What follows belongs to an exercise in optimizing a design on an open flow for small area; a production flow would make more cautious choices.
Only simulation tests tie the RTL to the original design; equivalence was not proved.
Power is estimated from default activity; no workload was simulated.

==> flow/design.v <==
module pong(clk, row, column, left, right, pause, reset, barra, bola);
	input clk;
	input [9:0] row, column;
	input right, left, pause, reset;
	output reg barra;
	output reg bola;
	reg [7:0] lf;
	wire lz = ~|lf[6:0];
	wire tick = lz & ~lf[7];
	wire fb = lf[7] ^ lf[5] ^ lf[4] ^ lf[3] ^ lz;
	reg [9:0] yc;
	reg [8:0] x1c;
	reg [9:0] y1c;
	reg srv, dxn, dyn;
	function [10:0] add10(input [9:0] a, input [9:0] b);
		integer i;
		reg c;
		begin
			c = 1'b0;
			for (i = 0; i < 10; i = i + 1) begin
				add10[i] = a[i] ^ b[i] ^ c;
				c = (a[i] & b[i]) | (a[i] & c) | (b[i] & c);
			end
			add10[10] = c;
		end
	endfunction
	function [9:0] step10(input [9:0] v, input d, input e);
		integer i;
		reg c;
		begin
			c = e;
			for (i = 0; i < 10; i = i + 1) begin
				step10[i] = v[i] ^ c;
				c = c & (v[i] ^ d);
			end
		end
	endfunction
	wire [10:0] spc = add10(column, yc);
	wire [10:0] sbr = add10(row, {1'b1, x1c});
	wire [10:0] sbc = add10(column, y1c);
	wire prow = (row[9:3] == 7'd55) | (row == 10'd448);
	wire pcol = spc[10] & (spc[9:7] == 3'd0) &
		(~spc[6] | (spc[5:3] == 3'd0 & ~(spc[2] & (spc[1] | spc[0]))));
	wire brow = sbr[10] & (sbr[9:4] == 6'd0) & ~(sbr[3] & (sbr[2] | (sbr[1] & sbr[0])));
	wire bcol = sbc[10] & (sbc[9:4] == 6'd0) & ~(sbc[3] & (sbc[2] | (sbc[1] & sbc[0])));
	always @(posedge clk) begin
		barra <= prow & pcol;
		bola <= brow & bcol;
	end
	wire [10:0] h = add10(~y1c, yc);
	wire fneg = ~h[10] & (h[9:4] == 6'h3f) & (h[3] | h[2]);
	wire fpos = h[10] & (h[9:7] == 3'd0) & (~h[6] | (h[5:3] == 3'd0 & ~(h[2] & (h[1] | h[0]))));
	wire hit = (x1c == ~9'd427) & (fneg | fpos);
	wire hup = fpos & (h[6] | h[5] | (h[4] & (h[3] | (h[2] & h[1] & h[0]))));
	wire x0 = (x1c == 9'h1ff);
	wire y0 = (y1c == 10'h3ff);
	wire y630 = (y1c == ~10'd630);
	wire out = (x1c == ~9'd460);
	reg ndx, ndy;
	always @(*) begin
		ndx = dxn;
		ndy = dyn;
		if (dxn && x0) ndx = 1'b0;
		if (dyn && y0) ndy = 1'b0;
		if (!dyn && y630) ndy = 1'b1;
		if (hit) begin
			ndx = 1'b1;
			ndy = !hup;
		end
	end
	wire ydn = !left;
	wire ymove = tick & (ydn ? (yc != 10'h3ff) : (!right && yc != ~10'd565));
	wire [9:0] ycn = step10(yc, !ydn, ymove);
	wire diag = !srv || hit;
	wire [9:0] x1cn = step10({1'b1, x1c}, !(diag ? ndx : 1'b0), tick);
	wire [9:0] y1cn = step10(y1c, !ndy, tick & diag);
	wire ld = !reset | (tick & out);
	always @(posedge clk) begin
		lf <= reset ? {lf[6:0], fb} : 8'd1;
		yc <= reset ? ycn : ~10'd320;
		x1c <= ld ? ~9'd20 : x1cn[8:0];
		y1c <= ld ? ~10'd320 : y1cn;
		if (ld) begin
			srv <= 1'b1;
		end else if (tick && diag) begin
			srv <= 1'b0;
			dxn <= ndx;
			dyn <= ndy;
		end
	end
endmodule
Settings: LEC_CHECK=0, CAP_MARGIN=20, CORE_MARGIN=2, CORE_UTILIZATION=40, PLACE_DENSITY=0.6, SLEW_MARGIN=20; clock period 10.0 ns.
standard.sh (not shown) runs the stock make flow with config.mk's settings and CLKGATE_MAP_FILE= SYNTH_SCRIPT=/design/flow/synth_recipe.tcl, a recipe that flattens the netlist after the stock synthesis.
==> flow/flow/run.sh <==
#!/bin/bash
# Layout flow: the standard flow (standard.sh) with three changes:
#  - synthesis maps the logic with ABC for area (dch + amap) instead of
#    ORFS's delay script; everything else in synthesis is unchanged, so the
#    registers are those of the standard synthesis;
#  - the port buffers are the smallest buffer, buf_1;
#  - clock tree synthesis settings from flow/cts_args.
# The make output goes to flow.log here; ORFS's own logs are under orfs/logs.
set -euo pipefail
W=$(pwd)
F=$W/flow
sed 's|  log_cmd abc {\*}\$abc_args|  log_cmd abc -script '"$F"'/area.abc {*}[lrange $abc_args 2 end]|' \
	"$FLOW_HOME/scripts/synth.tcl" > "$W/synth_area.tcl"
grep -q 'area.abc' "$W/synth_area.tcl"
sed "s|source \$::env(SCRIPTS_DIR)/synth.tcl|source $W/synth_area.tcl|" \
	"$W/synth_recipe.tcl" > "$W/synth_recipe_area.tcl"
grep -q 'synth_area.tcl' "$W/synth_recipe_area.tcl"
CTS="$(cat "$F/cts_args")"
bash "$W/standard.sh" "SYNTH_SCRIPT=$W/synth_recipe_area.tcl" \
	"BUFFER_PORTS_ARGS=-buffer_cell sky130_fd_sc_hd__buf_1" \
	"CTS_ARGS=$CTS" finish > "$W/flow.log" 2>&1
==> flow/flow/area.abc <==
strash
dch -f
amap
topo
==> flow/flow/cts_args <==
-sink_clustering_enable -repair_clock_nets -dont_use_dummy_load -buf_list sky130_fd_sc_hd__clkbuf_8 -root_buf sky130_fd_sc_hd__clkbuf_8
Next try:
==> flow/run.sh (new file) <==
#!/bin/bash
# synth_recipe.tcl (not shown) runs the flow's synth.tcl, then flattens the netlist and writes it again
# the make line also repeats each setting of config.mk as NAME=value (left out here)
make -C /OpenROAD-flow-scripts/flow DESIGN_CONFIG=/design/flow/config.mk WORK_HOME=/design/flow/orfs CLKGATE_MAP_FILE= SYNTH_SCRIPT=/design/flow/synth_recipe.tcl finish
removed: flow/flow/run.sh
removed: flow/flow/area.abc
removed: flow/flow/cts_args
removed: flow/standard.sh
What happened: The changed run ran to the end with no violations. Global-route usage came out lower by 0.36 points. Wire length goes up by roughly a tenth. Maximum frequency went up by a quarter to a third. Worst hold slack improved by 0.014 ns. Via count came out higher by a little under a tenth. Worst setup slack improved by 2.1 ns. Die area grows by roughly a tenth. Total power went up by roughly a tenth. Sequential power stays flat.
Next try:
==> flow/flow/run.sh (new file) <==
#!/bin/bash
# Layout flow: the standard flow (standard.sh) with three changes:
#  - synthesis maps the logic with ABC for area (dch + amap) instead of
#    ORFS's delay script; everything else in synthesis is unchanged, so the
#    registers are those of the standard synthesis;
#  - the port buffers are the smallest buffer, buf_1;
#  - clock tree synthesis settings from flow/cts_args.
# The make output goes to flow.log here; ORFS's own logs are under orfs/logs.
set -euo pipefail
W=$(pwd)
F=$W/flow
sed 's|  log_cmd abc {\*}\$abc_args|  log_cmd abc -script '"$F"'/area.abc {*}[lrange $abc_args 2 end]|' \
	"$FLOW_HOME/scripts/synth.tcl" > "$W/synth_area.tcl"
grep -q 'area.abc' "$W/synth_area.tcl"
sed "s|source \$::env(SCRIPTS_DIR)/synth.tcl|source $W/synth_area.tcl|" \
	"$W/synth_recipe.tcl" > "$W/synth_recipe_area.tcl"
grep -q 'synth_area.tcl' "$W/synth_recipe_area.tcl"
CTS="$(cat "$F/cts_args")"
bash "$W/standard.sh" "SYNTH_SCRIPT=$W/synth_recipe_area.tcl" \
	"BUFFER_PORTS_ARGS=-buffer_cell sky130_fd_sc_hd__buf_1" \
	"CTS_ARGS=$CTS" finish > "$W/flow.log" 2>&1
==> flow/flow/area.abc (new file) <==
strash
dch -f
amap
topo
==> flow/flow/cts_args (new file) <==
-sink_clustering_enable -repair_clock_nets -dont_use_dummy_load -buf_list sky130_fd_sc_hd__clkbuf_4 -root_buf sky130_fd_sc_hd__clkbuf_4 -sink_clustering_size 8
==> flow/standard.sh (new file) <==
#!/bin/bash
# synth_recipe.tcl (not shown) runs the flow's synth.tcl, then flattens the netlist and writes it again
# the make line also repeats each setting of config.mk as NAME=value (left out here)
make -C /OpenROAD-flow-scripts/flow DESIGN_CONFIG=/design/flow/config.mk WORK_HOME=/design/flow/orfs CLKGATE_MAP_FILE= SYNTH_SCRIPT=/design/flow/synth_recipe.tcl "${@:-finish}"
--- a/flow/config.mk
+++ b/flow/config.mk
@@ -9,4 +9,4 @@
 export CORE_MARGIN = 2
-export CORE_UTILIZATION = 40
-export PLACE_DENSITY = 0.6
+export CORE_UTILIZATION = 65
+export PLACE_DENSITY = 0.75
 export SLEW_MARGIN = 20
removed: flow/run.sh
Result:
- worst setup slack degrades by 2.0 ns
- critical path depth is higher by 16
- global-route usage climbs by 9.9 points
- die area went down by about 44%

==> what the ideal ports hide <==
The results above use ideal ports. As a check the final layouts listed here were re-extracted and re-timed, cells and wires unchanged. Step 1, drivers: a clkbuf_16 drives clk and a buf_2 each remaining input, both assumed. Step 2 times the ports against the registers' clock, not the clock port: input delays grow and output delays shrink by t, the midpoint of the rising clock arrivals with the driver on. a / b / c = no drivers / after step 1 / after step 2; a / b = the first two.
run	t, ns	setup slack, ns	clock arrival spread, ns	worst register clock-pin slew, ns	worst data-port slew with drivers (ns)
the first run	0.312	1.036 / 1.036 / 1.036	0.035 / 0.035	0.10 / 0.10	0.03
the second run	0.322	3.182 / 3.182 / 2.975	0.009 / 0.009	0.09 / 0.09	0.04
the third run	0.360	1.173 / 1.173 / 1.173	0.020 / 0.020	0.12 / 0.12	0.03
After both steps every run listed still meets setup and hold. For the second run, which loses most, drivers alone change the setup slack by 0.000 ns; drivers and shift together by -0.207 ns.
